This is an optimization exercise on Yosys and OpenROAD, whose aim is small area, a short achievable clock period and few clock cycles, not a production implementation. At most, simulation tests tie the RTL to the original design; equivalence was not proved. Only the layout flow was run in run 5; the RTL was not checked for function there. Power and IR drop assume default switching activity.

### flow/config.mk
export PLATFORM = sky130hd
export DESIGN_NAME = rdma_ip_decap_integrated
export DESIGN_NICKNAME = rdma_ip_decap_integrated
export VERILOG_FILES = /design/flow/design.v
export SDC_FILE = /design/flow/constraint.sdc
export NUM_CORES = 4
export LEC_CHECK = 0
export ABC_CLOCK_PERIOD_IN_PS = 2500
export CAP_MARGIN = 20
export CORE_MARGIN = 2
export CORE_UTILIZATION = 40
export CTS_BUF_LIST = sky130_fd_sc_hd__clkbuf_8
export SLEW_MARGIN = 20
### flow/constraint.sdc
create_clock -name core_clock -period 9.0 [get_ports {iClk}]
set_input_delay 1.8000 -clock core_clock [delete_from_list [all_inputs] [get_ports {iClk}]]
set_output_delay 1.8000 -clock core_clock [all_outputs]
set_load 0.01 [all_outputs]
### flow/design.v
`timescale 1ns/1ps
module rdma_ip_decap_integrated #(
    parameter [47:0] LOCAL_MAC  = 48'h000A35010203,
    parameter [15:0] LOCAL_PORT = 16'd5005
)(
    input  wire        iClk,
    input  wire        iRst,
    input  wire [31:0] i_eth_axis_tdata,
    input  wire [3:0]  i_eth_axis_tkeep,
    input  wire        i_eth_axis_tvalid,
    output wire        o_eth_axis_tready,
    input  wire        i_eth_axis_tlast,
    input  wire        i_eth_axis_tuser,
    output wire [31:0] o_payload_axis_tdata,
    output wire [3:0]  o_payload_axis_tkeep,
    output wire        o_payload_axis_tvalid,
    input  wire        i_payload_axis_tready,
    output wire        o_payload_axis_tlast,
    output wire        o_payload_axis_tuser,
    output wire [31:0] o_hdr_src_ip,
    output wire [31:0] o_hdr_dst_ip,
    output wire [15:0] o_hdr_src_port,
    output wire [15:0] o_hdr_dst_port,
    output wire [15:0] o_hdr_payload_len,
    output wire        o_hdr_valid,
    output wire        o_busy,
    output wire        o_error,
    output wire [3:0]  o_error_code,
    output wire        o_stat_pkt_received,
    output wire        o_stat_pkt_dropped,
    output wire [2:0]  o_debug_state
);
wire [31:0] d    = i_eth_axis_tdata;
wire [3:0]  k    = i_eth_axis_tkeep;
wire        tl   = i_eth_axis_tlast;
wire        tu   = i_eth_axis_tuser;
reg  [3:0] bc;       
reg        drop;     
reg        pay;      
reg        pend;     
reg        pk3;      
reg        pu;       
wire hdr_mode = !drop && !pay;
reg [31:0] o_data; reg [3:1] o_keep; reg o_last, o_user, o_valid;
reg [31:0] q_data; reg [3:1] q_keep; reg q_last, q_user, q_valid;
reg  tready;          
reg  busy_r;
wire hs     = i_eth_axis_tvalid && tready;
wire hh     = hs && hdr_mode;      
reg [3:0]  ec;               
reg [15:0] ca, cb;           
reg [15:0] s_reg;            
reg        hv_r, er_r, rc_r, dr_r;
wire        b3  = (bc == 4'd3);
wire [15:0] ya  = b3 ? 16'hFFF7 : ca;
wire [15:0] yb  = b3 ? 16'h0000 : cb;
wire [15:0] cw2 = (bc == 4'd8) ? 16'd0 : d[31:16];
wire [15:0] s1  = ya ^ yb ^ d[15:0];
wire [15:0] c1  = (ya & yb) | (ya & d[15:0]) | (yb & d[15:0]);
wire [15:0] c1r = {c1[14:0], c1[15]};
wire [15:0] s2  = s1 ^ c1r ^ cw2;
wire [15:0] c2  = (s1 & c1r) | (s1 & cw2) | (c1r & cw2);
wire [15:0] c2r = {c2[14:0], c2[15]};
wire ck_ok = (ca == ~cb) || ((ca == 16'h0000) && (cb == 16'h0000)) ||
             ((ca == 16'hFFFF) && (cb == 16'hFFFF));
wire [15:0] w_lo = {d[7:0],   d[15:8]};     
wire [15:0] w_hi = {d[23:16], d[31:24]};    
wire mac_ok = (ec[1] && w_lo == LOCAL_MAC[15:0]) || (ec[0] && w_lo == 16'hFFFF);
wire [3:0] ec3 = (w_lo != 16'h0800)  ? 4'd2 : (d[23:20] != 4'd4) ? 4'd3 :
                 (d[19:16] != 4'd5)  ? 4'd4 : 4'd0;
wire [3:0] ec9 = (ec != 4'd0 && ec < 4'd5) ? ec :
                 !ck_ok               ? 4'd5 :
                 (ec == 4'd6)         ? 4'd6 :
                 (w_lo != LOCAL_PORT) ? 4'd7 : ec;
wire       good9 = (ec9 == 4'd0);
wire       hfail = tl || tu;            
always @(posedge iClk) begin
    if (hh) begin
        case (bc)
            4'd0: ec <= {2'b00,
                         d == {LOCAL_MAC[23:16], LOCAL_MAC[31:24], LOCAL_MAC[39:32], LOCAL_MAC[47:40]},
                         d == 32'hFFFFFFFF};
            4'd1: ec <= mac_ok ? 4'd0 : 4'd1;
            4'd3: if (ec == 4'd0) ec <= ec3;
            4'd4: if (ec == 4'd0 && w_lo < 16'd28) ec <= 4'd8;
            4'd5: if ((ec == 4'd0 || ec == 4'd8) && d[31:24] != 8'h11) ec <= 4'd6;
            4'd9: ec <= ec9;
            default: ;
        endcase
        if (bc >= 4'd3 && bc <= 4'd8) begin
            ca <= s2;
            cb <= c2r;
        end else if (bc == 4'd9) begin
            ca <= {w_hi[15:3] - 13'd1, w_hi[2:0]};
        end
    end
    if (hs && (pay || (hdr_mode && (bc == 4'd6 || bc == 4'd7 || bc == 4'd8 || bc == 4'd10))))
        s_reg <= d[31:16];
end
wire push_in = hs && pay;
wire push_fl = pend && !q_valid;
wire push    = push_in || push_fl;
wire pop     = o_valid && i_payload_axis_tready;
wire [31:0] w_data = {d[15:0], s_reg};
wire        w_last = push_in ? (tl && !k[2]) : 1'b1;
wire [3:1]  w_keep = push_in ? (w_last ? {k[1], 2'b11} : 3'b111) : {2'b00, pk3};
wire        w_user = push_in ? tu : pu;
reg  [3:0] bc_n;
reg        drop_n, pay_n, pend_n, o_valid_n, q_valid_n;
reg        hv_n, er_n, rc_n, dr_n, set_pend;
always @* begin
    bc_n = bc; drop_n = drop; pay_n = pay;
    hv_n = 1'b0; er_n = 1'b0; rc_n = 1'b0; dr_n = 1'b0; set_pend = 1'b0;
    if (hs) begin
        if (drop) begin
            if (tl) drop_n = 1'b0;
        end else if (pay) begin
            if (tl) begin
                pay_n    = 1'b0;
                rc_n     = 1'b1;
                set_pend = k[2];
            end
        end else if (bc == 4'd10) begin
            bc_n = 4'd0;
            if (tl) begin
                rc_n     = 1'b1;
                set_pend = k[2];
            end else begin
                pay_n = 1'b1;
            end
        end else if (hfail) begin
            dr_n = 1'b1;
            bc_n = 4'd0;
            if (!tl) drop_n = 1'b1;
        end else if (bc == 4'd9) begin
            if (good9) begin
                hv_n = 1'b1;
                bc_n = 4'd10;
            end else begin
                er_n   = 1'b1;
                dr_n   = 1'b1;
                drop_n = 1'b1;
                bc_n   = 4'd0;
            end
        end else begin
            bc_n = bc + 4'd1;
        end
    end
    pend_n = set_pend || (pend && !push_fl);
    o_valid_n = o_valid; q_valid_n = q_valid;
    if (q_valid) begin
        if (pop) q_valid_n = 1'b0;
    end else if (push) begin
        if (!o_valid || pop) o_valid_n = 1'b1;
        else                 q_valid_n = 1'b1;
    end else if (pop) begin
        o_valid_n = 1'b0;
    end
end
wire tready_n = drop_n ||
                (pay_n ? !q_valid_n
                       : !(bc_n == 4'd6 && (pend_n || o_valid_n || q_valid_n)));
always @(posedge iClk) begin
    if (!iRst) begin
        bc <= 4'd0; drop <= 1'b0; pay <= 1'b0;
        pend <= 1'b0; o_valid <= 1'b0; q_valid <= 1'b0;
        hv_r <= 1'b0; er_r <= 1'b0; rc_r <= 1'b0; dr_r <= 1'b0;
        tready <= 1'b1; busy_r <= 1'b0;
    end else begin
        bc <= bc_n; drop <= drop_n; pay <= pay_n;
        pend <= pend_n; o_valid <= o_valid_n; q_valid <= q_valid_n;
        hv_r <= hv_n; er_r <= er_n; rc_r <= rc_n; dr_r <= dr_n;
        tready <= tready_n;
        busy_r <= drop_n || pay_n || (bc_n != 4'd0);
    end
end
always @(posedge iClk) begin
    if (set_pend) begin
        pk3 <= k[3];
        pu  <= tu;
    end
end
wire hold_o = hdr_mode && (bc == 4'd8 || bc == 4'd9 || bc == 4'd10);
wire o_load = q_valid ? pop : ((!o_valid || pop) && !hold_o);
wire q_load = !q_valid && ((o_valid && !pop) || (hdr_mode && bc == 4'd8));
always @(posedge iClk) begin
    if (o_load) begin
        if (q_valid) begin
            o_data <= q_data; o_keep <= q_keep; o_last <= q_last; o_user <= q_user;
        end else begin
            o_data <= w_data; o_keep <= w_keep; o_last <= w_last; o_user <= w_user;
        end
    end
    if (q_load) begin
        q_data <= w_data; q_keep <= w_keep; q_last <= w_last; q_user <= w_user;
    end
end
assign o_eth_axis_tready     = tready;
assign o_payload_axis_tdata  = o_data;
assign o_payload_axis_tkeep  = {o_keep, 1'b1};    
assign o_payload_axis_tvalid = o_valid;
assign o_payload_axis_tlast  = o_last;
assign o_payload_axis_tuser  = o_user;
assign o_hdr_src_ip      = {o_data[7:0], o_data[15:8], o_data[23:16], o_data[31:24]};
assign o_hdr_dst_ip      = {q_data[7:0], q_data[15:8], q_data[23:16], q_data[31:24]};
assign o_hdr_src_port    = {s_reg[7:0], s_reg[15:8]};
assign o_hdr_dst_port    = LOCAL_PORT;    
assign o_hdr_payload_len = ca;
assign o_hdr_valid       = hv_r;
assign o_busy       = busy_r;
assign o_error      = er_r;
assign o_error_code = ec;
assign o_stat_pkt_received = rc_r;
assign o_stat_pkt_dropped  = dr_r;
assign o_debug_state       = 3'b000;
endmodule
### flow/flow/run.sh
#!/bin/bash
# The standard layout (standard.sh) with these changes:
# - the port buffers inserted before global placement are plain buf_1 cells
#   instead of the default delay-cell choice;
# - clock tree synthesis adds no dummy balancing loads;
# - timing repair aims for a setup slack of 6.0 ns at the 9 ns clock, i.e. a
#   shorter achieved period than the constraint asks for.
# The whole make output goes to standard_flow.log; each step's own log is
# under orfs/logs.
set -euo pipefail
export BUFFER_PORTS_ARGS="-buffer_cell sky130_fd_sc_hd__buf_1"
export CTS_ARGS="-sink_clustering_enable -repair_clock_nets -dont_use_dummy_load"
bash standard.sh SETUP_SLACK_MARGIN=6.0 finish > standard_flow.log 2>&1
### flow/standard.sh
#!/bin/bash
# synth_recipe.tcl (not shown) runs the flow's synth.tcl, then flattens the netlist and writes it again
# the make line also repeats each setting of config.mk as NAME=value (left out here)
make -C /OpenROAD-flow-scripts/flow DESIGN_CONFIG=/design/flow/config.mk WORK_HOME=/design/flow/orfs CLKGATE_MAP_FILE= SYNTH_SCRIPT=/design/flow/synth_recipe.tcl "${@:-finish}"
==> out/qor.csv, run 1 <==
metric;value;unit
ff2ff_setup_slack;6230;ps
postLayoutCoreUtil;48.4;%
yosysTopAreaCell;edfxtp_1;
rows;51;
gp_congestion;0.919;
crit_path_start;i_eth_axis_tdata[15];
p_sw;0.312;mW
cts-htree-levels;4;
fin_crit_sh;33.9;%
p_seq_share;52.1;%
finalHoldViolCount;0;
p_leak;3.30;nW
rr_startpoint;bc[0];
cts_tree;built;
setup_violations;0;
die_area;20800;um^2
port_buffers;184;
fin_tns_setup;0;ps
die_w;144;um
yosys_warnings;1;
status;finished clean;
power_frac_comb;7.9;%
timing.critical_path.to;busy_r;
switching_share;22.2;%
cp-end-kind;register;
clk_latency;420;ps
grt_pass1_vias;5519;
core;19400;um^2
internal_power;1.09;mW
wirelength;21.5;mm
start_util;40.6;%
layout-drive-gt1-share;15.8;%
slew_headroom;50.0;%
worstHoldPathType;reg -> reg;
rsz0062_at_grt;yes;
synth_flop_cell;edfxtp_1;
dieHeight;144;um
syn_to_final_growth;19.3;%
synth-compound-area-share;7.13;%
drt_pass1_iterations;5;
cp.arrival;3340;ps
reg.largest.list;o_data x32, q_data x32;
yosys.area_share.simple;16.1;%
synth_top_area_share;48.8;%
synth_mux_area_share;3.41;%
cts_buffers;17;
dr.first_iter.drc_count;350;
yosys.area_share.adder;8.92;%
synth_seq_cells;143;
max_slew.worst_pin.slew;748;ps
powerDensity;149;nW/um^2
avgViaCountPerCell;5.22;
fill_cells;1805;
synthCells;693;
ys_types;60;
synth_xor_area_share;3.33;%
max_freq;328;MHz
finalNetCount;929;
crit_path_max_fanout;5;
yosysSeqAreaShare;52.6;%
hpwl;16.1;mm
grt_pass1_wl;32.4;mm
ir_drop;128;uV
path_clk_slew;60;ps
gr-usage-all-layers;21.0;%
antenna_cells;0;
io_pins;206;
fin_crit;3050;ps
synth_edf_count;128;
fin_hold_ws;482;ps
finalPower;1.40;mW
drv_slew;0;
pwr-share-clk;40.0;%
finalClockSkew;32.8;ps
cts-root-buf;clkbuf_16;
syn_area;7880;um^2
wl_per_cell;19.3;um
holdBufCountCts;0;
cts_buffer_depth;2;
cp_data_required_time;9290;ps
placed_area;8720;um^2
cap_violations;0;
avgSynthCellArea;11.4;um^2
grt_max_degree;53;
async_reset_ff_share;0;%
postLayoutCellArea;9400;um^2
cp-start-kind;input port;
cts.sinks;143;
r2r_cells;7;
synth.area.top_cells;edfxtp_1 (49%), fa_1 (8.1%), buf_4 (5.0%), dfxtp_1 (3.8%), nand2_1 (3.6%);
crit_type;in -> reg;
rr_endpoint;ca[15];
ant_nets;0;
antenna_found_initial;0;
vias;5805;
gr-total-overflow;0;
synth_top_family_by_area;simple AND/OR/NAND/NOR gates;
drc;0;
## worst min-delay path by stage
| stage | startpoint | cells after the start | to | slack (ps) |
|---|---|---|---|---|
| after floorplan | pend | 2 | pend | 480 |
| after global placement | s_reg[9] | 0 | q_data[9] | 460 |
| after detailed placement | s_reg[9] | 0 | q_data[9] | 470 |
| after CTS | s_reg[8] | 0 | q_data[8] | 480 |
| after global routing | s_reg[8] | 0 | q_data[8] | 500 |
| final | s_reg[8] | 0 | q_data[8] | 480 |
## cell families (layout without fill, tap and decap cells)
logic type / Yosys count / in the layout
AND/OR/NAND/NOR: 245 / 245
flip-flops: 143 / 143
buffers and inverters: 124 / 261
AO/OA/AOI/OAI: 88 / 88
adder cells (fa/ha/maj): 37 / 37
XOR/XNOR: 30 / 30
multiplexers: 24 / 24
other: 2 / 20
## layout by cell type, fill, tap and decap left out, types with 7 or more instances in the layout
master,n
nor4_1,11
fa_1,30
buf_2,8
nor3_1,14
nand2b_1,7
a21oi_1,14
nand2_1,74
conb_1,20
inv_1,33
xor2_1,21
edfxtp_1,128
nand4_1,22
and2_1,22
dfxtp_1,14
buf_1,159
o21ai_0,27
nor2_1,40
o21ai_1,10
clkbuf_16,17
inv_8,9
nand3_1,11
xnor2_1,9
buf_4,17
mux2_2,23
## cells in the mapped netlist (all sizes together), types with 2 or more instances
cell,n
a211oi,3
a21oi,17
a31oi,4
and2,23
and3,3
and3b,2
buf,52
clkbuf,26
conb,2
dfxtp,15
edfxtp,128
fa,32
ha,5
inv,46
mux2,23
nand2,76
nand2b,8
nand3,14
nand3b,4
nand4,22
nor2,45
nor2b,3
nor3,18
nor3b,2
nor4,16
o211ai,2
o21ai,38
o221ai,2
o311a,2
o311ai,4
o31ai,4
or4,3
xnor2,9
xor2,21
## what timing repair did
| action | in CTS | in global routing |
|---|---|---|
| cloned | 0 | 0 |
| setup buffers | 8 | 2 |
| gates resized for setup | 31 | 36 |
| endpoints found under the setup margin | 63 | 27 |
| pin swaps | 5 | 11 |
## per-stage QoR
| stage | std cells | worst slack [ps] |
|---|---|---|
| after floorplan | 711 | 5800 |
| after CTS | 1111 | 5850 |
| after global placement | 1086 | 5250 |
| after global routing | 1113 | 5900 |
| after detailed placement | 1086 | 5210 |
| final | 1113 | 5950 |
## final cells by class
class	instances	area, um^2	share of cell area, %
clock buffer	17	425	4.53
inverter	46	248	2.64
multi-input combinational	444	3350	35.7
sequential	143	4150	44.1
tap	265	332	3.53
timing repair buffer	198	897	9.55
## worst max-delay path, stage by stage
cell and delay (ps):
buf_2 180, and3_1 190, nand3_1 150, nor3_4 210, buf_6 160, o311ai_4 110, a211o_1 280, o31a_1 240
## power groups by stage
stage          registers, mW  clock network, mW  logic, mW
2_1_floorplan          0.747                  0     0.0654
3_3_place_gp           0.745                  0     0.0994
3_5_place_dp           0.745                  0      0.100
4_1_cts                0.731              0.574      0.106
5_1_grt                0.732              0.598      0.124
6_report               0.731              0.562      0.111
## layer usage
layer,vias up,GRT usage [%],share of wire [%],wire length (um)
met5,-,0,0,0
met4,0,5.62,1.3,287
met3,25,4.80,6.6,1420
met2,260,33.0,46,9930
met1,2809,29.6,46,9870
li1,2711,-,-,-
Testbench counts, summed over its fixed seeds: cycles 43,647.
==> run 2: changes to the inputs <==
--- a/flow/config.mk
+++ b/flow/config.mk
@@ -10,4 +10,3 @@
 export CORE_MARGIN = 2
 export CORE_UTILIZATION = 40
-export CTS_BUF_LIST = sky130_fd_sc_hd__clkbuf_8
 export SLEW_MARGIN = 20
==> out/qor.csv, run 2 <==
metric;value;unit;change
status;finished clean;;
vias;5805;;unchanged
holdBufCountCts;0;;unchanged
cts-root-buf;clkbuf_16;;
synth_flop_cell;edfxtp_1;;
rsz0062_at_grt;yes;;
hold_depth;0;;unchanged
power_frac_comb;7.9;%;about the same
synthTopCellsByCount;edfxtp_1 (128), nand2_1 (76), buf_4 (52);;
ys_types;60;;unchanged
drv_slew;0;;unchanged
die_area;20800;um^2;unchanged
antenna_cells;0;;unchanged
synth_seq_cells;143;;unchanged
yosysTopAreaCell;edfxtp_1;;
dr.first_iter.drc_count;350;;unchanged
p_leak;3.30;nW;unchanged
cts_buffers;17;;unchanged
use_met1;29.6;%;unchanged
avgSynthCellArea;11.4;um^2;unchanged
core;19400;um^2;unchanged
grt_max_degree;53;;unchanged
ir_drop;128;uV;unchanged
p_sw;0.312;mW;unchanged
r2r_cells;7;;unchanged
met2_usage;33.0;%;unchanged
fin_tns_setup;0;ps;unchanged
internal_power;1.09;mW;unchanged
crit_path_max_fanout;5;;unchanged
start_util;40.6;%;unchanged
synth_edf_count;128;;unchanged
ant_nets;0;;unchanged
async_reset_ff_share;0;%;unchanged
port_buffers;184;;unchanged
min-delay-start;s_reg[8];;
synthCells;693;;unchanged
rr_startpoint;bc[0];;
cap_violations;0;;unchanged
cts.sinks;143;;unchanged
fin_ws;5950;ps;unchanged
layout-drive-gt1-share;15.8;%;unchanged
holdPathEnd;q_data[8];;
syn_to_final_growth;19.3;%;unchanged
layout_common_cells;buf_1 (159), edfxtp_1 (128), nand2_1 (74);;
rr_endpoint;ca[15];;
path_clk_slew;60;ps;about the same
finalHoldViolCount;0;;unchanged
cts_buffer_depth;2;;unchanged
max_slew.worst_pin.slew;748;ps;unchanged
drc;0;;unchanged
grt_pass1_vias;5519;;unchanged
wirelength;21.5;mm;unchanged
final_common_cell;buf_1;;
clk_latency;420;ps;about the same
synth_top_area_share;48.8;%;unchanged
io_pins;206;;unchanged
cp-start-kind;input port;;
gp_congestion;0.919;;unchanged
cts_tree;built;;
antenna_found_initial;0;;unchanged
drt_pass1_iterations;5;;unchanged
die_w;144;um;unchanged
yosys_warnings;1;;unchanged
cp_data_required_time;9290;ps;about the same
pre_cts_slack;5210;ps;unchanged
setup_violations;0;;unchanged
wl_per_cell;19.3;um;unchanged
hpwl;16.1;mm;unchanged
finalNetCount;929;;unchanged
syn_area;7880;um^2;unchanged
cp.arrival;3340;ps;about the same
powerDensity;149;nW/um^2;unchanged
crit_type;in -> reg;;
worstHoldPathType;reg -> reg;;
grt_pass1_wl;32.4;mm;unchanged
fin_crit_sh;33.9;%;unchanged
use_met3;4.80;%;unchanged
slew_headroom;50.0;%;unchanged
fin_crit;3050;ps;unchanged
finalClockSkew;32.8;ps;unchanged
dieHeight;144;um;unchanged
synth.area.top_cells;edfxtp_1 (49%), fa_1 (8.1%), buf_4 (5.0%), dfxtp_1 (3.8%), nand2_1 (3.6%);;
busiest_layer;met2;;
switching_share;22.2;%;unchanged
avgViaCountPerCell;5.22;;unchanged
reg.largest.list;o_data x32, q_data x32;;
cp-end-kind;register;;
cts-htree-levels;4;;unchanged
synth.most_common_cell;edfxtp_1;;
max_freq;328;MHz;unchanged
p_seq_share;52.1;%;about the same
gr-usage-all-layers;21.0;%;unchanged
gr-total-overflow;0;;unchanged
pwr-share-clk;40.0;%;about the same
rows;51;;unchanged
ff2ff_setup_slack;6230;ps;about the same
yosysSeqAreaShare;52.6;%;unchanged
run 2: cell counts in the layout (fill, tap and decap cells not counted):
Identical to the previous run, type by type.
run 2: worst max-delay path by stage:
stage                         startpoint  endpoint  slack [ps]  cells after the start
floorplan           i_eth_axis_tdata[11]    ca[11]        5800                      6
global placement     i_eth_axis_tdata[4]    busy_r        5250                      7
detailed placement   i_eth_axis_tdata[4]    busy_r        5210                      7
CTS                    i_eth_axis_tvalid    busy_r        5850                      6
global route         i_eth_axis_tdata[7]    busy_r        5900                      8
finish              i_eth_axis_tdata[15]    busy_r        5950                      8
run 2: layout make-up:
| class | instances | area, um^2 |
|---|---|---|
| multi-input combinational | 444 | 3350 |
| clock buffer | 17 | 425 |
| timing repair buffer | 198 | 897 |
| sequential | 143 | 4150 |
| tap | 265 | 332 |
| inverter | 46 | 248 |
| fill | 1805 | 10000 |
run 2: worst max-delay path, cell delays in order:
cell      delay [ps]
buf_2            180
and3_1           190
nand3_1          150
nor3_4           210
buf_6            160
o311ai_4         110
a211o_1          280
o31a_1           240
run 2: repair_timing:
item | CTS | global route
gates resized for setup | 31 | 36
cloned | 0 | 0
setup buffers | 8 | 2
setup endpoints to repair | 63 | 27
pin swaps | 5 | 11
run 2: logic make-up after synthesis:
kind of cell,synth area share [%]
other cells,0.0953
compound gates,7.13
simple gates,16.1
mux,3.41
fa+ha+maj,8.92
buf+inv,8.38
flops,52.6
xor+xnor,3.34
run 2: power by group through the flow:
stage          registers (mW)  clock network, mW  logic [mW]
2_1_floorplan           0.747                  0      0.0654
3_3_place_gp            0.745                  0      0.0994
3_5_place_dp            0.745                  0       0.100
4_1_cts                 0.731              0.574       0.106
5_1_grt                 0.732              0.598       0.124
6_report                0.731              0.562       0.111
run 2: per-stage QoR:
step	cells	cell area, um^2	hold WS (ps)	total power [mW]	utilization (%)
after global routing	1113	9400	495	1.45	48.4
after CTS	1111	9290	479	1.41	47.9
after global placement	1086	8720	463	0.845	44.9
after floorplan	711	8170	477	0.812	-
after detailed placement	1086	8720	468	0.846	44.9
final	1113	9400	482	1.40	48.4
run 2: metal layers:
metal / vias up / share of wire [%] / wire length, um
li1: 2711 / - / -
met1: 2809 / 46 / 9870
met2: 260 / 46 / 9930
met3: 25 / 6.6 / 1420
met4: 0 / 1.3 / 287
met5: - / 0 / 0
==> run 3: changes to the inputs <==
--- a/flow/flow/run.sh
+++ b/flow/flow/run.sh
@@ -10,4 +10,4 @@
 set -euo pipefail
 export BUFFER_PORTS_ARGS="-buffer_cell sky130_fd_sc_hd__buf_1"
-export CTS_ARGS="-sink_clustering_enable -repair_clock_nets -dont_use_dummy_load"
+export CTS_ARGS="-sink_clustering_enable -repair_clock_nets -dont_use_dummy_load -buf_list sky130_fd_sc_hd__clkbuf_8"
 bash standard.sh SETUP_SLACK_MARGIN=6.0 finish > standard_flow.log 2>&1
==> out/qor.csv, run 3 <==
metric;value;unit;change
status;finished clean;;
layout_common_cells;buf_1 (159), edfxtp_1 (128), nand2_1 (74);;
worstHoldPathType;reg -> reg;;
fill_cells;1837;;+1.8%
synthCells;693;;unchanged
dieHeight;144;um;unchanged
multi_input_area;3340;um^2;-0.26%
avgSynthCellArea;11.4;um^2;unchanged
gr-usage-all-layers;21.0;%;about the same
fin_crit;3010;ps;-43.5 ps
r2r_cells;7;;unchanged
grt_pass1_wl;32.3;mm;about the same
placed_area;8720;um^2;unchanged
p_seq_share;59.8;%;+7.7 points
cp-end-kind;register;;
yosysSeqAreaShare;52.6;%;unchanged
cap_violations;0;;unchanged
max_freq;332;MHz;+1.4%
rsz0062_at_grt;yes;;
syn_area;7880;um^2;unchanged
cp.arrival;3320;ps;-20 ps
wl_per_cell;19.3;um;about the same
powerDensity;132;nW/um^2;-11%
p_leak;3.24;nW;-2.0%
max_slew.worst_pin.slew;760;ps;+11.5 ps
dr.first_iter.drc_count;400;;+14%
min-delay-start;s_reg[8];;
synthTopCellsByCount;edfxtp_1 (128), nand2_1 (76), buf_4 (52);;
postLayoutCellArea;9230;um^2;-1.8%
cts.sinks;143;;unchanged
die_area;20800;um^2;unchanged
gp_congestion;0.919;;unchanged
avgViaCountPerCell;5.20;;-0.23%
crit_path_max_fanout;5;;unchanged
syn_to_final_growth;17.1;%;
synth_flop_cell;edfxtp_1;;
power_frac_comb;9.1;%;+1.2 points
reg.largest.list;o_data x32, q_data x32;;
drt_pass1_iterations;4;;-1
synth_edf_count;128;;unchanged
yosysTopAreaCell;edfxtp_1;;
path_clk_slew;80;ps;+20 ps
hpwl;16.1;mm;unchanged
slew_headroom;49.2;%;-0.77 points
cts_buffer_depth;2;;unchanged
cts_buffers;17;;unchanged
internal_power;0.931;mW;-15%
core;19400;um^2;unchanged
yosys_warnings;1;;unchanged
fin_crit_sh;33.4;%;-0.48 points
ant_nets;0;;unchanged
drc;0;;unchanged
rr_endpoint;ca[15];;
cp_data_required_time;9310;ps;+20 ps
cts-root-buf;clkbuf_8;;
crit_type;in -> reg;;
antenna_cells;0;;unchanged
fin_tns_setup;0;ps;unchanged
io_pins;206;;unchanged
ys_types;60;;unchanged
synth_seq_cells;143;;unchanged
ff2ff_setup_slack;6230;ps;about the same
wirelength;21.6;mm;+0.59%
finalClockSkew;46.7;ps;+13.8 ps
holdPathEnd;q_data[8];;
finalNetCount;935;;+0.65%
vias;5823;;+0.31%
drv_slew;0;;unchanged
antenna_found_initial;0;;unchanged
grt_pass1_vias;5515;;-0.072%
start_util;40.6;%;unchanged
pwr-share-clk;31.2;%;-8.8 points
layout-drive-gt1-share;16.4;%;+0.59 points
ir_drop;83.1;uV;-35%
synth.most_common_cell;edfxtp_1;;
switching_share;23.8;%;+1.6 points
hold_depth;0;;unchanged
rr_startpoint;bc[0];;
async_reset_ff_share;0;%;unchanged
clk_latency;460;ps;+40 ps
setup_violations;0;;unchanged
gr-total-overflow;0;;unchanged
rows;51;;unchanged
holdBufCountCts;0;;unchanged
finalHoldViolCount;0;;unchanged
cts_tree;built;;
cp-start-kind;input port;;
grt_max_degree;53;;unchanged
synth_top_area_share;48.8;%;unchanged
final_common_cell;buf_1;;
port_buffers;184;;unchanged
p_sw;0.291;mW;-6.9%
die_w;144;um;unchanged
cts-htree-levels;4;;unchanged
synth.area.top_cells;edfxtp_1 (49%), fa_1 (8.1%), buf_4 (5.0%), dfxtp_1 (3.8%), nand2_1 (3.6%);;
seq_area;4150;um^2;unchanged
## run 3: cell counts after synthesis
Identical to the previous run, type by type.
## run 3: layout make-up
| class | count | area share, % |
|---|---|---|
| Tap cell | 265 | 3.59 |
| Timing Repair Buffer | 204 | 10.1 |
| Sequential cell | 143 | 44.9 |
| Clock buffer | 17 | 2.54 |
| Inverter | 46 | 2.68 |
| Multi-Input combinational cell | 444 | 36.2 |
## run 3: timing repair
action | 4_1_cts | 5_1_grt
setup endpoints to repair | 53 | 28
setup buffers | 7 | 9
resized for setup | 26 | 33
pin swaps | 5 | 9
## run 3: how the worst max path moves through the flow
stage	from	endpoint	slack, ps
floorplan	i_eth_axis_tdata[11]	ca[11]	5800
global placement	i_eth_axis_tdata[4]	busy_r	5250
detailed placement	i_eth_axis_tdata[4]	busy_r	5210
CTS	i_eth_axis_tvalid	busy_r	5880
global route	i_eth_axis_tdata[3]	busy_r	5940
finish	i_eth_axis_tdata[15]	busy_r	5990
## run 3: power groups by stage
stage	combinational [mW]	clock (mW)	sequential, mW
6_report	0.111	0.381	0.730
5_1_grt	0.124	0.414	0.731
4_1_cts	0.105	0.390	0.730
3_5_place_dp	0.100	0	0.745
3_3_place_gp	0.0994	0	0.745
2_1_floorplan	0.0654	0	0.747
## run 3: cell families (layout without fill, tap and decap cells)
kind of cell	count (synthesis)	in the layout	synth area share [%]
adders and majority gates	37	37	8.92
other	2	20	0.0953
xor gates and xnor gates	30	30	3.34
muxes	24	24	3.41
and+or+nand+nor	245	245	16.1
buffers and inverters	124	267	8.38
DFF	143	143	52.6
AOI/OAI and AO/OA	88	88	7.13
## run 3: critical path, stage by stage
cell and delay (ps):
buf_2 180, and3_1 190, nand3_1 150, nor3_4 220
buf_6 150, o311ai_4 110, a211o_1 280, o31a_1 240
## run 3: layer usage
layer  vias to the layer above  routed length [um]  global-route usage (%)
met5                         -                   0                       0
met4                         0                 258                    4.85
met3                        20                1420                    4.60
met2                       243               10100                    33.3
met1                      2839                9900                    29.7
li1                       2721                   -                       -
## run 3: through the flow
stage / hold slack, ps / utilization (%) / instances / total power [mW] / worst slack, ps
after floorplan: 477 / - / 711 / 0.812 / 5800
after global placement: 463 / 44.9 / 1086 / 0.845 / 5250
after detailed placement: 468 / 44.9 / 1086 / 0.846 / 5210
after CTS: 481 / 46.8 / 1110 / 1.22 / 5880
after global routing: 486 / 47.6 / 1119 / 1.27 / 5940
final: 476 / 47.6 / 1119 / 1.22 / 5990
==> run 4: changes to the inputs <==
--- a/flow/config.mk
+++ b/flow/config.mk
@@ -9,4 +9,4 @@
 export CAP_MARGIN = 20
 export CORE_MARGIN = 2
-export CORE_UTILIZATION = 40
+export CORE_UTILIZATION = 65
 export SLEW_MARGIN = 20
==> out/qor.csv, run 4 <==
metric;value;unit;change
fin_crit;3030;ps;+25.2 ps
start_util;66.1;%;+26 points
cp-start-kind;input port;;
p_leak;3.22;nW;-0.55%
synth.area.top_cells;edfxtp_1 (49%), fa_1 (8.1%), buf_4 (5.0%), dfxtp_1 (3.8%), nand2_1 (3.6%);;
core;11900;um^2;-39%
synth_seq_cells;143;;unchanged
status;finished clean;;
placed_area;8560;um^2;-1.8%
setup_violations;0;;unchanged
rr_startpoint;bc[0];;
fin_hold_ws;487;ps;+10.9 ps
yosysSeqAreaShare;52.6;%;unchanged
cp-end-kind;register;;
finalPower;1.22;mW;-0.30%
wl_per_cell;21.5;um;+11%
path_clk_slew;60;ps;-20 ps
powerDensity;135;nW/um^2;+1.7%
syn_area;7880;um^2;unchanged
synth.most_common_cell;edfxtp_1;;
fin_cells;995;;-11%
clk_latency;440;ps;-20 ps
vias;6015;;+3.3%
final_common_cell;buf_1;;
cap_violations;0;;unchanged
io_pins;206;;unchanged
hpwl;15.9;mm;-1.1%
internal_power;0.931;mW;about the same
gp_congestion;0.958;;+4.2%
cts.sinks;143;;unchanged
p_seq_share;60.0;%;+0.2 points
rsz0062_at_grt;yes;;
switching_share;23.6;%;-0.24 points
layout_common_cells;buf_1 (158), edfxtp_1 (128), nand2_1 (74);;
die_area;13000;um^2;-38%
synthTopCellsByCount;edfxtp_1 (128), nand2_1 (76), buf_4 (52);;
syn_to_final_growth;14.9;%;
synth_edf_count;128;;unchanged
avgSynthCellArea;11.4;um^2;unchanged
fin_ws;5970;ps;-25.2 ps
ant_nets;0;;unchanged
cts-root-buf;clkbuf_8;;
p_sw;0.287;mW;-1.3%
antenna_cells;0;;unchanged
dr.first_iter.drc_count;630;;+57%
max_freq;330;MHz;-0.83%
r2r_cells;7;;unchanged
holdBufCountCts;0;;unchanged
ir_drop;64.5;uV;-22%
hold_depth;0;;unchanged
die_w;114;um;-21%
cts_buffer_depth;2;;unchanged
slew_headroom;26.8;%;-22 points
postLayoutCellArea;9050;um^2;-1.9%
place_inst;966;;-11%
synthCells;693;;unchanged
avgViaCountPerCell;6.05;;+16%
fill_cells;816;;-56%
yosysTopAreaCell;edfxtp_1;;
synth_top_area_share;48.8;%;unchanged
dieHeight;114;um;-21%
cp.arrival;3180;ps;-140 ps
pwr-share-clk;30.9;%;-0.3 points
gr-total-overflow;0;;unchanged
synth_flop_cell;edfxtp_1;;
port_buffers;184;;unchanged
antenna_found_initial;0;;unchanged
finalClockSkew;18.0;ps;-28.7 ps
postLayoutCoreUtil;76.0;%;+28 points
drc;0;;unchanged
grt_pass1_vias;5818;;+5.5%
fin_tns_setup;0;ps;unchanged
cp_data_required_time;9140;ps;-170 ps
drt_pass1_iterations;6;;+2
wirelength;21.4;mm;-0.96%
fin_crit_sh;33.7;%;+0.28 points
cts-htree-levels;4;;unchanged
max_slew.worst_pin.slew;1100;ps;+338 ps
rows;40;;-22%
ys_types;60;;unchanged
reg.largest.list;o_data x32, q_data x32;;
finalNetCount;929;;-0.64%
async_reset_ff_share;0;%;unchanged
crit_path_max_fanout;4;;-1
finalHoldViolCount;0;;unchanged
cts_buffers;17;;unchanged
crit_path_start;i_eth_axis_tdata[11];;
power_frac_comb;9.1;%;about the same
crit_type;in -> reg;;
grt_pass1_wl;32.8;mm;+1.4%
drv_slew;0;;unchanged
pre_cts_slack;5240;ps;+37.5 ps
layout-drive-gt1-share;15.9;%;-0.47 points
cts_tree;built;;
worstHoldPathType;reg -> reg;;
gr-usage-all-layers;33.7;%;+13 points
grt_max_degree;54;;+1.9%
min-delay-start;s_reg[12];;
yosys_warnings;1;;unchanged
-- run 4: cell counts after synthesis --
No cell type changed its count.
-- run 4: what timing repair did --
action | CTS | global route
gates resized for setup | 29 | 30
setup buffers | 5 | 7
pin swaps | 7 | 6
endpoints found under the setup margin | 61 | 44
-- run 4: power groups by stage --
stage	Sequential, mW	Combinational [mW]	Clock [mW]
after global routing	0.731	0.121	0.405
final	0.730	0.111	0.376
after detailed placement	0.746	0.0996	0
after CTS	0.731	0.104	0.382
after floorplan	0.747	0.0654	0
after global placement	0.746	0.0964	0
-- run 4: cells by family after synthesis --
logic type / Yosys count / synth area share, %
AOI/OAI and AO/OA: 88 / 7.13
xor gates and xnor gates: 30 / 3.34
adders and majority gates: 37 / 8.92
buffers and inverters: 124 / 8.38
DFF: 143 / 52.6
muxes: 24 / 3.41
other: 2 / 0.0953
and+or+nand+nor: 245 / 16.1
-- run 4: final timing paths --
path,slack [ps],endpoint
min,490,q_data[12]
max reg2reg,6170,ca[12]
max,5970,ca[11]
min reg2reg,490,q_data[12]
-- run 4: critical path, cell delays in order --
cell and delay (ps):
buf_4 120, clkinvlp_4 120, fa_1 490, inv_1 50, fa_2 450, nand2_1 70, o21ai_1 70
-- run 4: area by class of cell --
class                      count  area [um^2]  share of cell area, %
sequential                   143         4150                   45.8
inverter                      46          248                   2.74
multi-input combinational    444         3330                   36.8
tap                          147          184                   2.03
clock buffer                  17          234                   2.59
timing repair buffer         198          911                   10.1
-- run 4: layer usage --
metal | vias to the layer above | global-route usage, % | share of wire (%)
met2 | 337 | 54.0 | 48
li1 | 2692 | - | -
met5 | - | 0 | 0
met4 | 0 | 10.6 | 2.0
met3 | 41 | 6.83 | 8.6
met1 | 2945 | 47.1 | 41
==> run 5: changes to the inputs <==
--- a/flow/design.v
+++ b/flow/design.v
@@ -62,6 +62,5 @@
 wire [15:0] c2  = (s1 & c1r) | (s1 & cw2) | (c1r & cw2);
 wire [15:0] c2r = {c2[14:0], c2[15]};
-wire ck_ok = (ca == ~cb) || ((ca == 16'h0000) && (cb == 16'h0000)) ||
-             ((ca == 16'hFFFF) && (cb == 16'hFFFF));
+wire ck_ok = &(ca ^ cb);
 wire [15:0] w_lo = {d[7:0],   d[15:8]};     
 wire [15:0] w_hi = {d[23:16], d[31:24]};    
--- a/flow/config.mk
+++ b/flow/config.mk
@@ -9,4 +9,4 @@
 export CAP_MARGIN = 20
 export CORE_MARGIN = 2
-export CORE_UTILIZATION = 65
+export CORE_UTILIZATION = 40
 export SLEW_MARGIN = 20
==> out/qor.csv, run 5 <==
metric;value;unit;change
synth.most_common_cell;edfxtp_1;;
synth_top_family_by_area;simple AND/OR/NAND/NOR gates;;
wl_per_cell;19.6;um;-8.9%
ant_nets;0;;unchanged
finalHoldViolCount;0;;unchanged
worstHoldPathType;reg -> reg;;
p_leak;3.20;nW;-0.61%
die_w;142;um;+25%
clk_latency;460;ps;+20 ps
rsz0062_at_grt;yes;;
finalClockSkew;48.0;ps;+30.0 ps
synth.area.top_cells;edfxtp_1 (50%), fa_1 (8.4%), buf_4 (5.1%), dfxtp_1 (3.9%), mux2_2 (3.5%);;
synth-compound-area-share;6.28;%;-0.85 points
gr-usage-all-layers;20.6;%;-13 points
synth_edf_count;128;;unchanged
setup_violations;0;;unchanged
wirelength;20.8;mm;-2.8%
holdPathEnd;q_data[10];;
postLayoutCoreUtil;48.8;%;-27 points
max_slew.worst_pin.slew;675;ps;-423 ps
finalNetCount;909;;-2.2%
io_pins;206;;unchanged
cp-start-kind;input port;;
cp_data_required_time;9300;ps;+160 ps
place_inst;1034;;+7.0%
slew_headroom;54.9;%;+28 points
syn_to_final_growth;19.5;%;
synthCells;664;;-4.2%
crit_chain;buf_12 -> nor4_4 -> nand4_2 -> or3_4 -> o31ai_4 -> a31oi_1 -> or4_1;;
rows;50;;+25%
final_common_cell;buf_1;;
core;18700;um^2;+57%
ys_types;56;;-6.7%
fill_cells;1716;;+110%
vias;5571;;-7.4%
cts_buffer_depth;2;;unchanged
gp_congestion;0.885;;-7.6%
hold_depth;0;;unchanged
die_area;20200;um^2;+55%
ff2ff_setup_slack;5930;ps;-240 ps
fin_cells;1062;;+6.7%
grt_pass1_wl;30.5;mm;-6.8%
grt_pass1_vias;5175;;-11%
synth_flop_cell;edfxtp_1;;
max_stage_delay;410;ps;-80 ps
yosysSeqAreaShare;54.2;%;+1.6 points
antenna_found_initial;0;;unchanged
synth_mux_area_share;3.54;%;+0.12 points
cp-end-kind;register;;
avgViaCountPerCell;5.25;;-13%
crit_path_max_fanout;3;;-1
drc;0;;unchanged
grt_max_degree;50;;-7.4%
rr_startpoint;bc[3];;
yosys.area_share.simple;15.0;%;-1.1 points
synth_xor_area_share;2.98;%;-0.36 points
r2r_cells;5;;-2
postLayoutCellArea;9130;um^2;+0.91%
drv_slew;0;;unchanged
start_util;40.9;%;-25 points
rr_endpoint;q_data[20];;
syn_area;7640;um^2;-3.0%
layout_common_cells;buf_1 (155), edfxtp_1 (128), nand2_1 (67);;
antenna_cells;0;;unchanged
max_freq;314;MHz;-4.8%
cp.arrival;3480;ps;+300 ps
synth_top_area_share;50.3;%;+1.5 points
port_buffers;184;;unchanged
fin_hold_ws;467;ps;-20.4 ps
cts-root-buf;clkbuf_8;;
fin_tns_setup;0;ps;unchanged
async_reset_ff_share;0;%;unchanged
reg.largest.list;o_data x32, q_data x32;;
fin_crit;3190;ps;+151 ps
cts-htree-levels;4;;unchanged
avgSynthCellArea;11.5;um^2;+1.3%
yosys_warnings;1;;unchanged
min-delay-start;s_reg[10];;
cts_tree;built;;
cap_violations;0;;unchanged
fin_ws;5810;ps;-151 ps
cts.sinks;143;;unchanged
path_clk_slew;100;ps;+40 ps
crit_type;in -> reg;;
finalPower;1.23;mW;+0.64%
powerDensity;134;nW/um^2;-0.27%
dr.first_iter.drc_count;437;;-31%
fin_crit_sh;35.4;%;+1.7 points
status;finished clean;;
yosysTopAreaCell;edfxtp_1;;
cts_buffers;17;;unchanged
drt_pass1_iterations;5;;-1
layout-drive-gt1-share;17.8;%;+1.8 points
ir_drop;84.5;uV;+31%
synthTopCellsByCount;edfxtp_1 (128), nand2_1 (68), inv_1 (54);;
synth_seq_cells;143;;unchanged
yosys.area_share.adder;9.20;%;+0.27 points
placed_area;8500;um^2;-0.72%
hpwl;15.4;mm;-3.6%
gr-total-overflow;0;;unchanged
dieHeight;142;um;+25%
pre_cts_slack;4730;ps;-511 ps
cp_slowest_cell;or3_4;;
run 5: cell types whose count changed after synthesis, sizes merged, moves of 5 or more:
cell    delta
or2        +5
xnor2     +15
nor3       -6
inv        +9
nand2      -8
nand4      -8
xor2      -19
clkbuf     -9
run 5: worst max-delay path, delay by kind of cell:
| family | cells | cell delay [ps] |
|---|---|---|
| buffers and inverters | 1 | 110 |
| AOI/OAI and AO/OA | 2 | 320 |
| and+or+nand+nor | 4 | 1260 |
run 5: kinds of logic after synthesis:
family | count (synthesis)
AO/OA/AOI/OAI | 83
adder cells (fa/ha/maj) | 37
AND/OR/NAND/NOR | 224
buffers and inverters | 125
multiplexers | 24
flip-flops | 143
XOR/XNOR | 26
other | 2
run 5: how the worst max path moves through the flow:
stage                               from  slack [ps]  cells past startpoint     end
floorplan           i_eth_axis_tdata[14]        5570                      6   ec[1]
global placement       i_eth_axis_tvalid        4790                      6  tready
detailed placement     i_eth_axis_tvalid        4730                      6  tready
CTS                  i_eth_axis_tdata[7]        5740                      7  tready
global route                       bc[2]        5770                      8   ca[8]
finish               i_eth_axis_tdata[7]        5810                      7  tready
run 5: routing by layer:
metal  part of all wire, %  GRT usage [%]
met4                  0.96           5.00
met1                    44           28.2
met2                    47           33.0
met5                     0              0
met3                   8.5           5.45
run 5: what timing repair did:
action                     CTS  global route
resized for setup           69            26
gates cloned                 1             0
pin swaps                   11             8
setup endpoints to repair  104            98
hold buffers                 0             0
buffers inserted             6             4
run 5: final cells by class:
| type | count | area (um^2) | area share [%] |
|---|---|---|---|
| sequential | 143 | 4150 | 45.4 |
| multi-input combinational | 415 | 3190 | 34.9 |
| timing repair buffer | 198 | 962 | 10.5 |
| inverter | 55 | 312 | 3.41 |
| tap | 234 | 293 | 3.21 |
| clock buffer | 17 | 234 | 2.56 |
run 5: power by group:
part | total, mW | internal (mW) | switching (mW)
Clock | 0.377 | 0.166 | 0.211
Sequential | 0.730 | 0.725 | 0.00481
Combinational | 0.118 | 0.0448 | 0.0737
Total | 1.23 | 0.936 | 0.289
==> run 6: changes to the inputs <==
--- a/flow/design.v
+++ b/flow/design.v
@@ -62,5 +62,6 @@
 wire [15:0] c2  = (s1 & c1r) | (s1 & cw2) | (c1r & cw2);
 wire [15:0] c2r = {c2[14:0], c2[15]};
-wire ck_ok = &(ca ^ cb);
+wire ck_ok = (ca == ~cb) || ((ca == 16'h0000) && (cb == 16'h0000)) ||
+             ((ca == 16'hFFFF) && (cb == 16'hFFFF));
 wire [15:0] w_lo = {d[7:0],   d[15:8]};     
 wire [15:0] w_hi = {d[23:16], d[31:24]};    
--- a/flow/flow/run.sh
+++ b/flow/flow/run.sh
@@ -10,4 +10,4 @@
 set -euo pipefail
 export BUFFER_PORTS_ARGS="-buffer_cell sky130_fd_sc_hd__buf_1"
-export CTS_ARGS="-sink_clustering_enable -repair_clock_nets -dont_use_dummy_load -buf_list sky130_fd_sc_hd__clkbuf_8"
+export CTS_ARGS="-sink_clustering_enable -repair_clock_nets -dont_use_dummy_load -buf_list sky130_fd_sc_hd__clkbuf_8 -sink_clustering_size 25 -sink_clustering_max_diameter 80"
 bash standard.sh SETUP_SLACK_MARGIN=6.0 finish > standard_flow.log 2>&1
==> out/qor.csv, run 6 <==
metric;value;unit;change
status;finished clean;;
io_pins;206;;unchanged
hpwl;16.1;mm;+4.9%
cts-root-buf;clkbuf_8;;
dr.first_iter.drc_count;400;;-8.5%
antenna_found_initial;0;;unchanged
drc;0;;unchanged
syn_area;7880;um^2;+3.1%
cts_tree;built;;
synthCells;693;;+4.4%
cts-htree-levels;4;;unchanged
synth.most_common_cell;edfxtp_1;;
yosys_warnings;1;;unchanged
antenna_cells;0;;unchanged
core;19400;um^2;+3.7%
async_reset_ff_share;0;%;unchanged
cp_data_required_time;9310;ps;about the same
cp.arrival;3320;ps;-160 ps
path_clk_slew;80;ps;-20 ps
ant_nets;0;;unchanged
final_common_cell;buf_1;;
rsz0062_at_grt;yes;;
max_freq;332;MHz;+5.9%
dieHeight;144;um;+1.5%
yosysSeqAreaShare;52.6;%;-1.6 points
drv_slew;0;;unchanged
avgSynthCellArea;11.4;um^2;-1.3%
synth_seq_cells;143;;unchanged
synth_top_area_share;48.8;%;-1.5 points
finalClockSkew;46.7;ps;-1.35 ps
die_w;144;um;+1.5%
cts_buffer_depth;2;;unchanged
clk_latency;460;ps;about the same
setup_violations;0;;unchanged
gr-total-overflow;0;;unchanged
worstHoldPathType;reg -> reg;;
postLayoutCoreUtil;47.6;%;-1.3 points
crit_chain;buf_2 -> and3_1 -> nand3_1 -> nor3_4 -> buf_6 -> o311ai_4 -> a211o_1 -> o31a_1;;
wirelength;21.6;mm;+3.8%
grt_max_degree;53;;+6.0%
slew_headroom;49.2;%;-5.7 points
fin_crit_sh;33.4;%;-2.0 points
crit_path_max_fanout;5;;+2
drt_pass1_iterations;4;;-1
layout_common_cells;buf_1 (159), edfxtp_1 (128), nand2_1 (74);;
synth_flop_cell;edfxtp_1;;
syn_to_final_growth;17.1;%;
synth.area.top_cells;edfxtp_1 (49%), fa_1 (8.1%), buf_4 (5.0%), dfxtp_1 (3.8%), nand2_1 (3.6%);;
finalHoldViolCount;0;;unchanged
finalNetCount;935;;+2.9%
fin_crit;3010;ps;-177 ps
cap_violations;0;;unchanged
cts.sinks;143;;unchanged
yosysTopAreaCell;edfxtp_1;;
grt_pass1_wl;32.3;mm;+5.9%
p_leak;3.24;nW;+1.2%
ir_drop;83.1;uV;-1.6%
rows;51;;+2.0%
port_buffers;184;;unchanged
wl_per_cell;19.3;um;-1.5%
fin_tns_setup;0;ps;unchanged
start_util;40.6;%;-0.25 points
ys_types;60;;+7.1%
max_stage_delay;280;ps;-130 ps
cts_buffers;17;;unchanged
powerDensity;132;nW/um^2;-1.4%
crit_type;in -> reg;;
die_area;20800;um^2;+3.0%
grt_pass1_vias;5515;;+6.6%
synth_edf_count;128;;unchanged
cp-end-kind;register;;
vias;5823;;+4.5%
gp_congestion;0.919;;+3.8%
holdBufCountCts;0;;unchanged
cp_slowest_cell;a211o_1;;
layout-drive-gt1-share;16.4;%;-1.4 points
cp-start-kind;input port;;
max_slew.worst_pin.slew;760;ps;+84.9 ps
avgViaCountPerCell;5.20;;-0.80%
gr-usage-all-layers;21.0;%;+0.39 points
reg.largest.list;o_data x32, q_data x32;;
synthTopCellsByCount;edfxtp_1 (128), nand2_1 (76), buf_4 (52);;
==> run 6: final cells by class <==
type	count	area (um^2)
clock buffer	17	234
fill	1837	10200
inverter	46	248
multi-input combinational	444	3340
sequential	143	4150
tap	265	332
timing repair buffer	204	928
==> run 6: cells by family (layout without fill, tap and decap cells) <==
logic type	after synthesis	in the layout	share of synthesized area (%)
other cells	2	20	0.0953
compound gates	88	88	7.13
simple gates	245	245	16.1
flops	143	143	52.6
mux	24	24	3.41
fa+ha+maj	37	37	8.92
xor+xnor	30	30	3.34
buf+inv	124	267	8.38
==> run 6: worst max-delay path: cells and delay by family <==
family          cells  cell delay, ps
compound gates      3             630
buf+inv             2             330
simple gates        3             560
==> run 6: where the power goes <==
| group | internal (mW) | total (mW) | switching (mW) |
|---|---|---|---|
| registers | 0.725 | 0.730 | 0.00483 |
| clock network | 0.166 | 0.381 | 0.214 |
| logic | 0.0395 | 0.111 | 0.0715 |
| total | 0.931 | 1.22 | 0.291 |
==> run 6: what timing repair did <==
action / 4_1_cts / 5_1_grt
endpoints found under the setup margin: 53 / 28
hold endpoints to repair: 0 / 0
buffers inserted: 7 / 9
resized for setup: 26 / 33
pin swaps: 5 / 9
==> run 6: worst paths after layout <==
| kind | start | to | slack (ps) | cells past startpoint |
|---|---|---|---|---|
| max | i_eth_axis_tdata[15] | busy_r | 5990 | 8 |
| min | s_reg[8] | q_data[8] | 480 | 0 |
| max reg2reg | bc[0] | ca[15] | 6230 | 7 |
| min reg2reg | s_reg[8] | q_data[8] | 480 | 0 |
==> run 6: layer usage <==
layer | GRT usage [%] | part of all wire (%)
met1 | 29.7 | 46
met2 | 33.3 | 47
met3 | 4.60 | 6.6
met4 | 4.85 | 1.2
met5 | 0 | 0
==> run 6: per-stage QoR <==
| step | hold WS (ps) | area, um^2 | setup slack (ps) | std cells | power [mW] |
|---|---|---|---|---|---|
| detailed placement | 468 | 8720 | 5210 | 1086 | 0.846 |
| global route | 486 | 9230 | 5940 | 1119 | 1.27 |
| global placement | 463 | 8720 | 5250 | 1086 | 0.845 |
| finish | 476 | 9230 | 5990 | 1119 | 1.22 |
| CTS | 481 | 9080 | 5880 | 1110 | 1.22 |
| floorplan | 477 | 8170 | 5800 | 711 | 0.812 |
Testbench counts of run 6, summed over its fixed seeds: cycles 43,647.
==> run 7: changes to the inputs <==
==> flow/flow/run.sh (replaced) <==
#!/bin/bash
# The standard layout (standard.sh) with these changes:
# - the port buffers inserted before global placement are plain buf_1 cells
#   instead of the default delay-cell choice;
# - clock tree synthesis adds no dummy balancing loads;
# - timing repair aims for a setup slack of 6.2 ns at the 9 ns clock, i.e. a
#   shorter achieved period than the constraint asks for.
# The whole make output goes to standard_flow.log; each step's own log is
# under orfs/logs.
set -euo pipefail
export BUFFER_PORTS_ARGS="-buffer_cell sky130_fd_sc_hd__buf_1"
export CTS_ARGS="-sink_clustering_enable -repair_clock_nets -dont_use_dummy_load -buf_list sky130_fd_sc_hd__clkbuf_8"
bash standard.sh SETUP_SLACK_MARGIN=6.2 finish > standard_flow.log 2>&1
==> out/qor.csv, run 7 <==
metric;value;unit;change
status;finished clean;;
path_clk_slew;60;ps;-20 ps
crit_chain;buf_6 -> clkinvlp_4 -> fa_2 -> inv_1 -> fa_2 -> nand2_1 -> o21ai_1;;
layout_common_cells;edfxtp_1 (128), clkbuf_2 (95), nand2_1 (70);;
layout-drive-gt1-share;39.9;%;+24 points
postLayoutCoreUtil;53.4;%;+5.8 points
yosysTopAreaCell;edfxtp_1;;
io_pins;206;;unchanged
synth.area.top_cells;edfxtp_1 (49%), fa_1 (8.1%), buf_4 (5.0%), dfxtp_1 (3.8%), nand2_1 (3.6%);;
reg.largest.list;o_data x32, q_data x32;;
grt_pass1_vias;5783;;+4.9%
cts_tree;built;;
synth_top_area_share;48.8;%;unchanged
antenna_found_initial;0;;unchanged
synth.most_common_cell;edfxtp_1;;
cts-htree-levels;4;;unchanged
port_buffers;184;;unchanged
cp-end-kind;register;;
grt_pass1_wl;33.8;mm;+4.5%
vias;6181;;+6.1%
fin_tns_setup;0;ps;unchanged
placed_area;8780;um^2;+0.78%
ys_types;60;;unchanged
cts-root-buf;clkbuf_8;;
avgViaCountPerCell;5.27;;+1.3%
cts_buffer_depth;2;;unchanged
postLayoutCellArea;10400;um^2;+12%
setup_violations;0;;unchanged
synth_flop_cell;edfxtp_1;;
ir_drop;81.4;uV;-2.1%
gr-total-overflow;0;;unchanged
async_reset_ff_share;0;%;unchanged
synthCells;693;;unchanged
finalNetCount;988;;+5.7%
avgSynthCellArea;11.4;um^2;unchanged
cp_top_family;adder cells;;
final_common_cell;edfxtp_1;;
wl_per_cell;19.6;um;+1.6%
die_area;20800;um^2;unchanged
crit_top_cell;fa_2;;
holdBufCountCts;0;;unchanged
place_inst;1086;;unchanged
fin_crit;2990;ps;-22.2 ps
max_stage_delay;540;ps;+260 ps
crit_path_max_fanout;4;;-1
ant_nets;0;;unchanged
slew_headroom;34.5;%;-15 points
fin_cells;1172;;+4.7%
cp.arrival;3150;ps;-170 ps
antenna_cells;0;;unchanged
syn_area;7880;um^2;unchanged
max_slew.worst_pin.slew;978;ps;+219 ps
drv_slew;0;;unchanged
die_w;144;um;unchanged
grt_max_degree;53;;unchanged
cap_violations;0;;unchanged
syn_to_final_growth;31.5;%;
yosys_warnings;1;;unchanged
yosysSeqAreaShare;52.6;%;unchanged
fin_crit_sh;33.2;%;-0.25 points
gr-usage-all-layers;22.0;%;+1.0 points
dieHeight;144;um;unchanged
dr.first_iter.drc_count;454;;+14%
powerDensity;121;nW/um^2;-8.6%
cts.sinks;143;;unchanged
cp-start-kind;input port;;
synthTopCellsByCount;edfxtp_1 (128), nand2_1 (76), buf_4 (52);;
cts_buffers;17;;unchanged
clk_latency;450;ps;about the same
core;19400;um^2;unchanged
hpwl;16.0;mm;-0.81%
rsz0062_at_grt;yes;;
crit_type;in -> reg;;
drt_pass1_iterations;5;;+1
worstHoldPathType;reg -> reg;;
path_buf_inv;3;;+1
finalClockSkew;31.4;ps;-15.3 ps
drc;0;;unchanged
cp_data_required_time;9170;ps;-140 ps
max_freq;335;MHz;+0.74%
wirelength;23.0;mm;+6.4%
start_util;40.6;%;unchanged
ff2ff_setup_slack;6190;ps;-40 ps
cp_slowest_cell;fa_2;;
finalHoldViolCount;0;;unchanged
rows;51;;unchanged
p_leak;3.96;nW;+22%
synth_edf_count;128;;unchanged
gp_congestion;0.906;;-1.4%
synth_seq_cells;143;;unchanged
-- run 7: cell count changes in the layout (fill, tap and decap cells not counted), moves of 4 or more --
cell | previous run | this run
buf_1 | 159 | 42
clkbuf_2 | 6 | 95
buf_4 | 21 | 63
buf_6 | 1 | 29
fa_1 | 30 | 13
fa_2 | 2 | 19
inv_1 | 33 | 25
buf_12 | 2 | 9
buf_8 | 1 | 8
inv_2 | 2 | 9
nand2_1 | 74 | 70
nor2_4 | 1 | 5
nor3_1 | 14 | 10
-- run 7: stage by stage --
stage / hold slack [ps] / power, mW / setup WS, ps
2_1_floorplan: 477 / 0.815 / 5800
3_3_place_gp: 461 / 0.848 / 5240
3_5_place_dp: 475 / 0.849 / 5240
4_1_cts: 492 / 1.25 / 6030
5_1_grt: 504 / 1.29 / 5960
6_report: 488 / 1.25 / 6010
-- run 7: logic make-up after synthesis --
kind of cell,share of synthesized area [%]
AO/OA/AOI/OAI,7.13
flip-flops,52.6
other,0.0953
XOR/XNOR,3.34
adder cells (fa/ha/maj),8.92
multiplexers,3.41
AND/OR/NAND/NOR,16.1
buffers and inverters,8.38
-- run 7: report_power, final --
group          switching (mW)  internal, mW
clock network           0.219         0.167
registers             0.00447         0.725
logic                  0.0797        0.0593
total                   0.303         0.951
-- run 7: worst paths after layout --
kind,startpoint,endpoint,cells past startpoint
setup reg to reg,bc[0],ca[11],8
hold reg to reg,s_reg[5],q_data[5],0
setup / recovery,i_eth_axis_tdata[11],ca[11],7
hold / removal,s_reg[5],q_data[5],0
-- run 7: area by class of cell --
type	instances	area [um^2]
Sequential cell	143	4150
Fill cell	1732	9040
Tap cell	265	332
Timing Repair Buffer	257	1810
Inverter	46	255
Multi-Input combinational cell	444	3580
Clock buffer	17	234
-- run 7: repair_timing --
| action | 4_1_cts | 5_1_grt |
|---|---|---|
| gates cloned | 1 | 0 |
| pin swaps | 24 | 21 |
| buffers inserted | 51 | 17 |
| gates resized for setup | 120 | 184 |
| setup endpoints to repair | 170 | 171 |
-- run 7: routing by layer --
layer	up-vias	GRT usage (%)	part of all wire, %
met4	0	6.13	1.2
met3	20	5.99	9.1
li1	2811	-	-
met2	305	34.8	47
met1	3045	30.0	42
met5	-	0	0
-- run 7: worst reg2reg max path, delay by kind of cell (launching register included) --
| family | cells | cell delay, ps |
|---|---|---|
| fa+ha+maj | 3 | 1340 |
| buf+inv | 1 | 50 |
| flops | 1 | 430 |
| simple gates | 3 | 670 |
| compound gates | 1 | 60 |
==> run 8: changes to the inputs <==
==> flow/flow/run.sh (replaced) <==
#!/bin/bash
# The standard layout (standard.sh) with these changes:
# - the port buffers inserted before global placement are plain buf_1 cells
#   instead of the default delay-cell choice;
# - clock tree synthesis adds no dummy balancing loads;
# - timing repair aims for a setup slack of 5.8 ns at the 9 ns clock, i.e. a
#   shorter achieved period than the constraint asks for.
# The whole make output goes to standard_flow.log; each step's own log is
# under orfs/logs.
set -euo pipefail
export BUFFER_PORTS_ARGS="-buffer_cell sky130_fd_sc_hd__buf_1"
export CTS_ARGS="-sink_clustering_enable -repair_clock_nets -dont_use_dummy_load -buf_list sky130_fd_sc_hd__clkbuf_8"
bash standard.sh SETUP_SLACK_MARGIN=5.8 finish > standard_flow.log 2>&1
==> out/qor.csv, run 8 <==
metric;value;unit;change
grt_max_degree;53;;unchanged
cp_data_required_time;9120;ps;-50 ps
antenna_cells;0;;unchanged
layout-drive-gt1-share;10.3;%;-30 points
antenna_found_initial;0;;unchanged
path_clk_slew;70;ps;about the same
fill_cells;1842;;+6.4%
cp-start-kind;input port;;
ant_nets;0;;unchanged
gr-total-overflow;0;;unchanged
cts.sinks;143;;unchanged
finalNetCount;922;;-6.7%
cts-root-buf;clkbuf_8;;
synth.area.top_cells;edfxtp_1 (49%), fa_1 (8.1%), buf_4 (5.0%), dfxtp_1 (3.8%), nand2_1 (3.6%);;
rows;51;;unchanged
synth_seq_cells;143;;unchanged
gp_congestion;0.919;;+1.5%
fin_hold_ws;483;ps;-5.18 ps
max_slew.worst_pin.slew;985;ps;+6.73 ps
gr-usage-all-layers;20.8;%;-1.2 points
async_reset_ff_share;0;%;unchanged
wirelength;21.0;mm;-8.6%
syn_to_final_growth;12.9;%;
start_util;40.6;%;unchanged
fin_crit;3150;ps;+164 ps
syn_area;7880;um^2;unchanged
wl_per_cell;19.0;um;-3.2%
hpwl;15.8;mm;-0.78%
yosysSeqAreaShare;52.6;%;unchanged
grt_pass1_vias;5453;;-5.7%
yosysTopAreaCell;edfxtp_1;;
die_area;20800;um^2;unchanged
vias;5706;;-7.7%
postLayoutCoreUtil;45.8;%;-7.6 points
cts-htree-levels;4;;unchanged
finalClockSkew;50.7;ps;+19.3 ps
avgSynthCellArea;11.4;um^2;unchanged
max_freq;317;MHz;-5.2%
ir_drop;89.9;uV;+10%
io_pins;206;;unchanged
clk_latency;470;ps;+20 ps
yosys_warnings;1;;unchanged
cp_slowest_cell;a2111oi_0;;
status;finished clean;;
holdBufCountCts;0;;unchanged
synthCells;693;;unchanged
ys_types;60;;unchanged
cts_tree;built;;
p_leak;3.11;nW;-22%
slew_headroom;34.3;%;-0.22 points
avgViaCountPerCell;5.16;;-2.2%
cap_violations;0;;unchanged
layout_common_cells;buf_1 (171), edfxtp_1 (128), nand2_1 (75);;
cts_buffers;17;;unchanged
cts_buffer_depth;2;;unchanged
synth.most_common_cell;edfxtp_1;;
worstHoldPathType;reg -> reg;;
core;19400;um^2;unchanged
final_common_cell;buf_1;;
fin_tns_setup;0;ps;unchanged
fin_crit_sh;35.0;%;+1.8 points
drv_slew;0;;unchanged
synthTopCellsByCount;edfxtp_1 (128), nand2_1 (76), buf_4 (52);;
grt_pass1_wl;31.9;mm;-5.5%
finalPower;1.21;mW;-3.5%
reg.largest.list;o_data x32, q_data x32;;
synth_top_area_share;48.8;%;unchanged
cp-end-kind;register;;
drc;0;;unchanged
crit_path_max_fanout;6;;+2
max_stage_delay;420;ps;-120 ps
dr.first_iter.drc_count;370;;-19%
cp.arrival;3270;ps;+120 ps
drt_pass1_iterations;4;;-1
synth_edf_count;128;;unchanged
synth_flop_cell;edfxtp_1;;
rsz0062_at_grt;yes;;
port_buffers;184;;unchanged
finalHoldViolCount;0;;unchanged
setup_violations;0;;unchanged
powerDensity;136;nW/um^2;+12%
crit_chain;buf_1 -> inv_1 -> and4_1 -> a2111oi_0 -> o211ai_1 -> nor2_2;;
crit_type;in -> reg;;
dieHeight;144;um;unchanged
die_w;144;um;unchanged
[run 8: layout make-up]
cell class	count	area [um^2]	area share, %
clock buffers	17	234	2.63
flip-flops and latches	143	4150	46.6
inverters	46	180	2.03
multi-input cells	444	3230	36.3
well taps	265	332	3.73
repair buffers	191	772	8.68
[run 8: worst paths after layout]
path	from	to	slack, ps	cells after the start
worst min register to register	s_reg[5]	q_data[5]	480	0
worst max register to register	bc[0]	ca[5]	5970	8
worst min-delay path	s_reg[5]	q_data[5]	480	0
worst max-delay path	i_eth_axis_tdata[27]	ec[2]	5850	6
[run 8: report_power, final]
part	internal [mW]	switching, mW	total (mW)
clock	0.166	0.214	0.380
sequential	0.725	0.00550	0.731
combinational	0.0320	0.0666	0.0986
[run 8: cells by family (layout without fill, tap and decap cells)]
group / Yosys count / after routing / synth area share, %
flops: 143 / 143 / 52.6
buf+inv: 124 / 254 / 8.38
other cells: 2 / 20 / 0.0953
xor+xnor: 30 / 30 / 3.34
simple gates: 245 / 245 / 16.1
mux: 24 / 24 / 3.41
compound gates: 88 / 88 / 7.13
fa+ha+maj: 37 / 37 / 8.92
[run 8: through the flow]
step / std cells / setup WS (ps) / instance area (um^2)
floorplan: 711 / 5770 / 8000
global placement: 1085 / 5150 / 8560
detailed placement: 1085 / 5130 / 8560
CTS: 1104 / 5810 / 8820
global route: 1106 / 5740 / 8890
finish: 1106 / 5850 / 8890
[run 8: what timing repair did]
action / in CTS / in global routing
setup endpoints to repair: 40 / 37
pin swaps: 2 / 3
gates resized for setup: 5 / 18
buffers inserted: 2 / 2
[run 8: worst max-delay path, delay by kind of cell]
kind / cells / cell delay (ps)
AO/OA/AOI/OAI: 2 / 590
AND/OR/NAND/NOR: 2 / 430
buffers and inverters: 2 / 450
[run 8: routing by layer]
layer  share of wire, %  wire length (um)  track usage, %  up-vias
li1                   -                 -               -     2672
met1                 46              9660            29.8     2742
met2                 45              9420            31.8      263
met3                7.2              1520            4.30       29
met4                2.0               427            6.75        0
met5                  0                 0               0        -

==> static timing again, ports no longer ideal <==
The flow's constraints put no driver on any port. The routed layouts listed below were extracted and timed again, unchanged, in two steps.
Step 1: set_driving_cell puts a clkbuf_16 on iClk and a buf_2 on each other input, an assumption about the parent block.
Step 2 moves the port delays by t, midway between the first and last clock arrival at a register: inputs arrive t later, outputs are due t later. That takes back most of the time a late clock gives input paths.
Slacks: ideal / step 1 / step 2; pairs: ideal / step 1.
run | t (ns) | setup WS [ns] | latest minus earliest clock arrival (ns)
run 1 | 0.448 | 5.947 / 5.961 / 5.513 | 0.033 / 0.033
run 2 | 0.448 | 5.947 / 5.961 / 5.513 | 0.033 / 0.033
run 3 | 0.474 | 5.991 / 5.988 / 5.514 | 0.047 / 0.047
run 4 | 0.472 | 5.966 / 5.972 / 5.501 | 0.019 / 0.019
run 5 | 0.472 | 5.814 / 5.799 / 5.327 | 0.048 / 0.048
run 6 | 0.474 | 5.991 / 5.988 / 5.514 | 0.047 / 0.047
run 7 | 0.475 | 6.013 / 5.996 / 5.522 | 0.037 / 0.037
run 8 | 0.481 | 5.849 / 5.866 / 5.386 | 0.051 / 0.051
After both steps every run listed still meets setup and hold. For run 7, which loses most, drivers alone change the setup slack by -0.017 ns; drivers and shift together by -0.491 ns.
